Context: an optimization exercise on an open-source flow, tuned for small area, a short achievable clock period and few clock cycles. The choices shown serve that exercise and are no tape-out recipe. At most, simulation tests tie the RTL to the original design; equivalence was not proved.

## PW
## rsa_encrypt
module rsa_encrypt(input clk, reset_n, compute,
                   input [31:0] M, e, n,
                   output logic [31:0] C,
                   output logic encrypt_done);
  logic        busy, first, init, keep, trv, mul, yb, ec;
  logic        a2, a1, ax;    
  logic        wy, wn;        
  logic [4:0]  i;             
  logic [3:0]  j;             
  logic [15:0] acc, X;
  logic [16:0] Xm1;           
  logic [17:0] Xm2;           
  function automatic [1:0] lod4(input [3:0] v);
    lod4 = v[3] ? 2'd3 : v[2] ? 2'd2 : v[1] ? 2'd1 : 2'd0;
  endfunction
  function automatic [3:0] msb16(input [15:0] v);
    logic [3:0] nz;
    logic [1:0] hi;
    for (int k = 0; k < 4; k++) nz[k] = |v[4*k +: 4];
    hi = lod4(nz);
    msb16 = {hi, lod4(v[4*hi +: 4])};
  endfunction
  function automatic [4:0] msb32(input [31:0] v);
    logic [7:0] nz;
    logic [1:0] hi;
    logic [1:0] lo;
    logic [3:0] q;
    for (int k = 0; k < 8; k++) nz[k] = |v[4*k +: 4];
  ...
For scale: roughly 870 cells after synthesis, ~88 flip-flops, ~130 I/O pins.
Settings: LEC_CHECK=0, CAP_MARGIN=20, CORE_MARGIN=2, CORE_UTILIZATION=40, CTS_BUF_LIST=sky130_fd_sc_hd__clkbuf_8, PLACE_DENSITY=0.6, SETUP_SLACK_MARGIN=2.5, SLEW_MARGIN=20; clock period 5.0 ns.
standard.sh (not shown) runs the stock make flow with config.mk's settings and CLKGATE_MAP_FILE= SYNTH_SCRIPT=/design/flow/synth_recipe.tcl, a recipe that flattens the netlist after the stock synthesis.
==> flow/flow/run.sh <==
#!/bin/bash
# The standard layout, with the port buffers made from the smallest buffer
# cell instead of the delay cell buffer_ports picks by default.
set -euo pipefail
export BUFFER_PORTS_ARGS="-buffer_cell sky130_fd_sc_hd__buf_1"
bash standard.sh > standard_flow.log 2>&1
diff inputs: PW => MS
Settings: removing CTS_BUF_LIST (formerly sky130_fd_sc_hd__clkbuf_8); changing SETUP_SLACK_MARGIN from 2.5 to 1.5.
Results
MS vs PW — first-iteration DRC count dropped 5.
Of MS and PW, the higher register-to-register slack belongs to PW.
Compared with PW, in MS portion of the clock cycle consumed by the worst path in the final layout +4.5 points, final design utilization -11 points, met1 capacity usage during global routing -2.0 points, final cell count -about 8%.
Diff MS..PW | number of clock sinks | negligible
As far as compound-gate portion of the synthesized area goes, PW and MS are indistinguishable; the numbers are identical.
Per the comparison of MS with PW, upper clock frequency limit went down.
No run of this note included a check of the RTL's function; only the layout flow was run.

========
Another version of the RTL of rsa_encrypt (not shown whole).
Size in the first run: about 800 cells after synthesis, ~67 flip-flops, roughly 130 I/O pins, about 0.0075 sq mm of cells after synthesis.
Settings: LEC_CHECK=0, ABC_CLOCK_PERIOD_IN_PS=3000, CAP_MARGIN=20, CORE_MARGIN=2, CORE_UTILIZATION=40, PLACE_DENSITY=0.6, SETUP_SLACK_MARGIN=1.5, SLEW_MARGIN=20; clock period 5.0 ns.
Scripts as last shown in full above: flow/flow/run.sh
Testbench counts at the start, summed over its fixed seeds: cycles 5,383.
Edit:
==> flow/run.sh (new file) <==
#!/bin/bash
# synth_recipe.tcl (not shown) runs the flow's synth.tcl, then flattens the netlist and writes it again
# the make line also repeats each setting of config.mk as NAME=value (left out here)
make -C /OpenROAD-flow-scripts/flow DESIGN_CONFIG=/design/flow/config.mk WORK_HOME=/design/flow/orfs CLKGATE_MAP_FILE= SYNTH_SCRIPT=/design/flow/synth_recipe.tcl finish
removed: flow/flow/run.sh
removed: flow/standard.sh
=> Final cell count barely changes; routed wire length barely changes; global-route usage is about the same; via count went up slightly.
Edit:
Settings changed: ABC_CLOCK_PERIOD_IN_PS 3000 to not set, SETUP_SLACK_MARGIN 1.5 to not set.
What happened:
- The new run ran to the end with no violations
- utilization shrinks by 1.9 points
- setup slack degrades by 0.78 ns
- die area does not change

========
## build 44
The RTL this note starts from:
==> flow/design.v <==
module rsa_encrypt(input clk, reset_n, compute,
                   input [31:0] M, e, n,
                   output logic [31:0] C,
                   output logic encrypt_done);
  logic        busy, first, init, keep, trv, mul, yb, ec;
  logic        sa, sx, zx;    
  logic        nz;            
  logic [4:0]  i;             
  logic [3:0]  j;             
  logic [15:0] acc, X, nr;
  function automatic [4:0] msb32(input [31:0] v);
    msb32 = 5'd0;
    for (int k = 1; k < 32; k++) if (v[k]) msb32 = k[4:0];
  endfunction
  function automatic [3:0] msb16(input [15:0] v);
    msb16 = 4'd0;
    for (int k = 1; k < 16; k++) if (v[k]) msb16 = k[3:0];
  endfunction
  function automatic below16(input [15:0] v);
    below16 = 1'b0;
    for (int k = 0; k < 15; k++) if (v[k+1]) below16 = v[k];
  endfunction
  function automatic below2_16(input [15:0] v);
    below2_16 = 1'b0;
    for (int k = 0; k < 14; k++) if (v[k+2]) below2_16 = v[k];
  endfunction
  always_ff @(posedge clk) nr <= n[15:0];
  wire [15:0] nb = nz ? nr : 16'd0;
  wire [18:0] xa = zx ? 19'd0 : {2'b0, acc, 1'b0};
  wire [18:0] xb = {3'b0, ({16{sa}} & acc) | ({16{sx}} & X)};
  wire [18:0] z1 = ~{3'b0, nb};
  wire [18:0] z2 = ~{2'b0, nb, 1'b0};
  wire [18:0] s1 = xa ^ xb ^ z1;
  wire [18:0] c1 = {(xa[17:0] & xb[17:0]) | (xa[17:0] & z1[17:0]) | (xb[17:0] & z1[17:0]), 1'b1};
  wire [18:0] s2 = xa ^ xb ^ z2;
  wire [18:0] c2 = {(xa[17:0] & xb[17:0]) | (xa[17:0] & z2[17:0]) | (xb[17:0] & z2[17:0]), 1'b1};
  wire [18:0] t0 = xa + xb;
  wire [18:0] t1 = s1 + c1;    
  wire [18:0] t2 = s2 + c2;    
  wire [15:0] acc_n = !t2[18] ? t2[15:0] : (!t1[18] ? t1[15:0] : t0[15:0]);
  wire [15:0] Xf  = init ? X : acc;       
  wire [15:0] Y   = mul ? M[15:0] : X;    
  wire y01  = Xf[15:1] == 15'd0;          
  wire m2   = M[15:2] == 14'd0;           
  wire bm   = below16(M[15:0]);           
  wire fin  = first ? (mul && m2) : (j == 4'd0);
  wire more = !mul && ec;                 
  wire adv  = fin && !more;               
  wire triv = (e[31:1] == 31'd0) || (M[15:1] == 15'd0);    
  logic busy_n, done_n, first_n, init_n, keep_n, mul_n, yb_n;
  logic [3:0] j_n;
  logic [4:0] i_n;
  always_comb begin
    busy_n = busy; done_n = encrypt_done;
    first_n = first; init_n = init; keep_n = keep; mul_n = mul;
    yb_n = yb; j_n = j; i_n = i;
    if (busy) begin
      if ((first && init && trv) || (adv && i == 5'd0)) begin
        busy_n = 1'b0;
        done_n = 1'b1;
      end
      if (first) begin
        first_n = 1'b0;
        init_n = 1'b0;
        if (mul) begin
          keep_n = 1'b0;
          j_n = msb16({2'b0, M[15:2]});
          yb_n = below2_16(M[15:0]);
        end else begin
          keep_n = y01;
          j_n = y01 ? 4'd0 : msb16({1'b0, Xf[15:1]});
          yb_n = below16(Xf);
        end
      end else begin
        j_n = j - 4'd1;
        yb_n = Y[j - 4'd1];
        keep_n = 1'b0;
      end
      if (fin) begin
        first_n = 1'b1;
        mul_n = more;
        if (adv) i_n = i - 5'd1;
      end
    end else begin
      if (encrypt_done) begin
        if (!compute) done_n = 1'b0;
      end else if (compute) busy_n = 1'b1;
      first_n = 1'b1;
      init_n = 1'b1;
      keep_n = 1'b0;
      mul_n = 1'b0;
      i_n = msb32({1'b0, e[31:1]});
    end
  end
  always_ff @(posedge clk, negedge reset_n) begin
    if (!reset_n) begin
      busy <= 1'b0;
      encrypt_done <= 1'b0;
    end else begin
      busy <= busy_n;
      encrypt_done <= done_n;
    end
  end
  wire sq1 = busy_n && first_n && !mul_n;    
  wire mu1 = busy_n && first_n && mul_n;     
  wire stp = busy_n && !first_n && !keep_n;  
  always_ff @(posedge clk) begin
    acc <= acc_n;
    ec <= e[i];
    first <= first_n; init <= init_n; keep <= keep_n; mul <= mul_n;
    yb <= yb_n; j <= j_n; i <= i_n;
    sa <= (sq1 && !init_n) || (mu1 && bm) || keep_n || !busy_n;
    sx <= (sq1 && init_n) || (stp && yb_n);
    zx <= sq1 || keep_n || !busy_n;
    nz <= stp || mu1;
    if (busy && first && !init) X <= acc;
    if (!busy) begin
      X <= M[15:0];
      trv <= triv;
    end
  end
  assign C = {16'd0, acc};
endmodule
==> flow/config.mk <==
export PLATFORM = sky130hd
export DESIGN_NAME = rsa_encrypt
export DESIGN_NICKNAME = rsa_encrypt
export VERILOG_FILES = /design/flow/design.v
export SDC_FILE = /design/flow/constraint.sdc
export NUM_CORES = 4
export LEC_CHECK = 0
export ABC_AREA = 1
export CAP_MARGIN = 20
export CORE_MARGIN = 2
export CORE_UTILIZATION = 40
export PLACE_DENSITY = 0.6
export SETUP_SLACK_MARGIN = 1.5
export SLEW_MARGIN = 20
==> flow/constraint.sdc <==
create_clock -name core_clock -period 5.0 [get_ports {clk}]
set_input_delay 1.0000 -clock core_clock [delete_from_list [all_inputs] [get_ports {clk}]]
set_output_delay 1.0000 -clock core_clock [all_outputs]
set_load 0.01 [all_outputs]
==> flow/flow/run.sh <==
#!/bin/bash
# The standard layout, with the port buffers made from the smallest buffer
# cell instead of the delay cell buffer_ports picks by default.
set -euo pipefail
export BUFFER_PORTS_ARGS="-buffer_cell sky130_fd_sc_hd__buf_1"
bash standard.sh > standard_flow.log 2>&1
Build 44 closes out successfully: all stages finished, all timing, DRC and antenna checks passed.
Testbench counts of build 44, summed over its fixed seeds: cycles 5,140.
[inputs] build 92 vs build 44
# build 44
export LEC_CHECK = 0
export ABC_AREA = 1
export CAP_MARGIN = 20
export CORE_MARGIN = 2
export CORE_UTILIZATION = 40
export PLACE_DENSITY = 0.6
export SETUP_SLACK_MARGIN = 1.5
export SLEW_MARGIN = 20
create_clock -name core_clock -period 5.0 [get_ports {clk}]
# build 92
export LEC_CHECK = 0
export CAP_MARGIN = 20
export CORE_MARGIN = 2
export CORE_UTILIZATION = 40
export CTS_BUF_LIST = sky130_fd_sc_hd__clkbuf_8
export PLACE_DENSITY = 0.6
export SETUP_SLACK_MARGIN = 1.5
export SLEW_MARGIN = 20
create_clock -name core_clock -period 5.0 [get_ports {clk}]
--- outcome ---
Build 92 vs build 44: routed wire length down. On synthesized area: between build 92 and build 44, it ends up lower for build 44. The synthesized-area fraction occupied by ao, oa, aoi and oai cells in build 92 sits 1.6 points above the value recorded for build 44. Build 92 gives more chip width than build 44 did.
Modified inputs, build 68 compared to build 92
# build 92
export LEC_CHECK = 0
export CAP_MARGIN = 20
export CORE_MARGIN = 2
export CORE_UTILIZATION = 40
export CTS_BUF_LIST = sky130_fd_sc_hd__clkbuf_8
export PLACE_DENSITY = 0.6
export SETUP_SLACK_MARGIN = 1.5
export SLEW_MARGIN = 20
create_clock -name core_clock -period 5.0 [get_ports {clk}]
# build 68
export LEC_CHECK = 0
export CAP_MARGIN = 20
export CORE_MARGIN = 2
export CORE_UTILIZATION = 40
export PLACE_DENSITY = 0.6
export SETUP_SLACK_MARGIN = 1.5
export SLEW_MARGIN = 20
create_clock -name core_clock -period 5.0 [get_ports {clk}]
### Flow results
No stage failed in build 68, and the final checks on the layout all came back clean.
Fraction of met3 tracks used by global routing came out higher on build 68 than on build 92.
Build 92 was smaller in final cell area than build 68.
Diff build 92 -> build 68: routed wire length comparable, final worst-path setup slack lost 19 ps, fmax fell 1.7 MHz.

## afterwards: timing with drivers on the ports
How much do the figures lean on ideal ports? The routed layouts below were timed once more, with nothing changed but the port constraints. Step 1 sets driving cells, clkbuf_16 on the clock port and buf_2 on the other inputs (assumed; they add their load-dependent delay and slew). Step 2 adds t to the input delays and takes it off the output delays; t is the mean of the earliest and latest rising clock arrival at the registers after step 1. Input paths then give back, and output paths get back, about the clock's delay inside the block. a / b / c = ideal ports / drivers / drivers and shift; a / b = the first two.
| run | shift t [ns] | slack for setup (ns) | worst hold slack (ns) |
|---|---|---|---|
| PW | 0.413 | 1.853 / 1.853 / 1.540 | 0.393 / 0.382 / 0.526 |
| MS | 0.398 | 1.630 / 1.630 / 1.305 | 0.423 / 0.402 / 0.511 |
| the first run of note 2 | 0.383 | 1.554 / 1.554 / 1.554 | 0.430 / 0.415 / 0.554 |
| the second run of note 2 | 0.386 | 1.577 / 1.577 / 1.577 | 0.562 / 0.562 / 0.562 |
| the third run of note 2 | 0.386 | 0.800 / 0.800 / 0.800 | 0.571 / 0.571 / 0.571 |
| build 44 | 0.383 | 1.493 / 1.493 / 1.493 | 0.422 / 0.417 / 0.559 |
| build 92 | 0.401 | 1.619 / 1.619 / 1.619 | 0.391 / 0.382 / 0.548 |
| build 68 | 0.391 | 1.600 / 1.600 / 1.600 | 0.418 / 0.401 / 0.540 |
After both steps every run listed still meets setup and hold. The setup slack of MS, which loses most, moves by 0.000 ns with the drivers and by -0.325 ns with both steps.
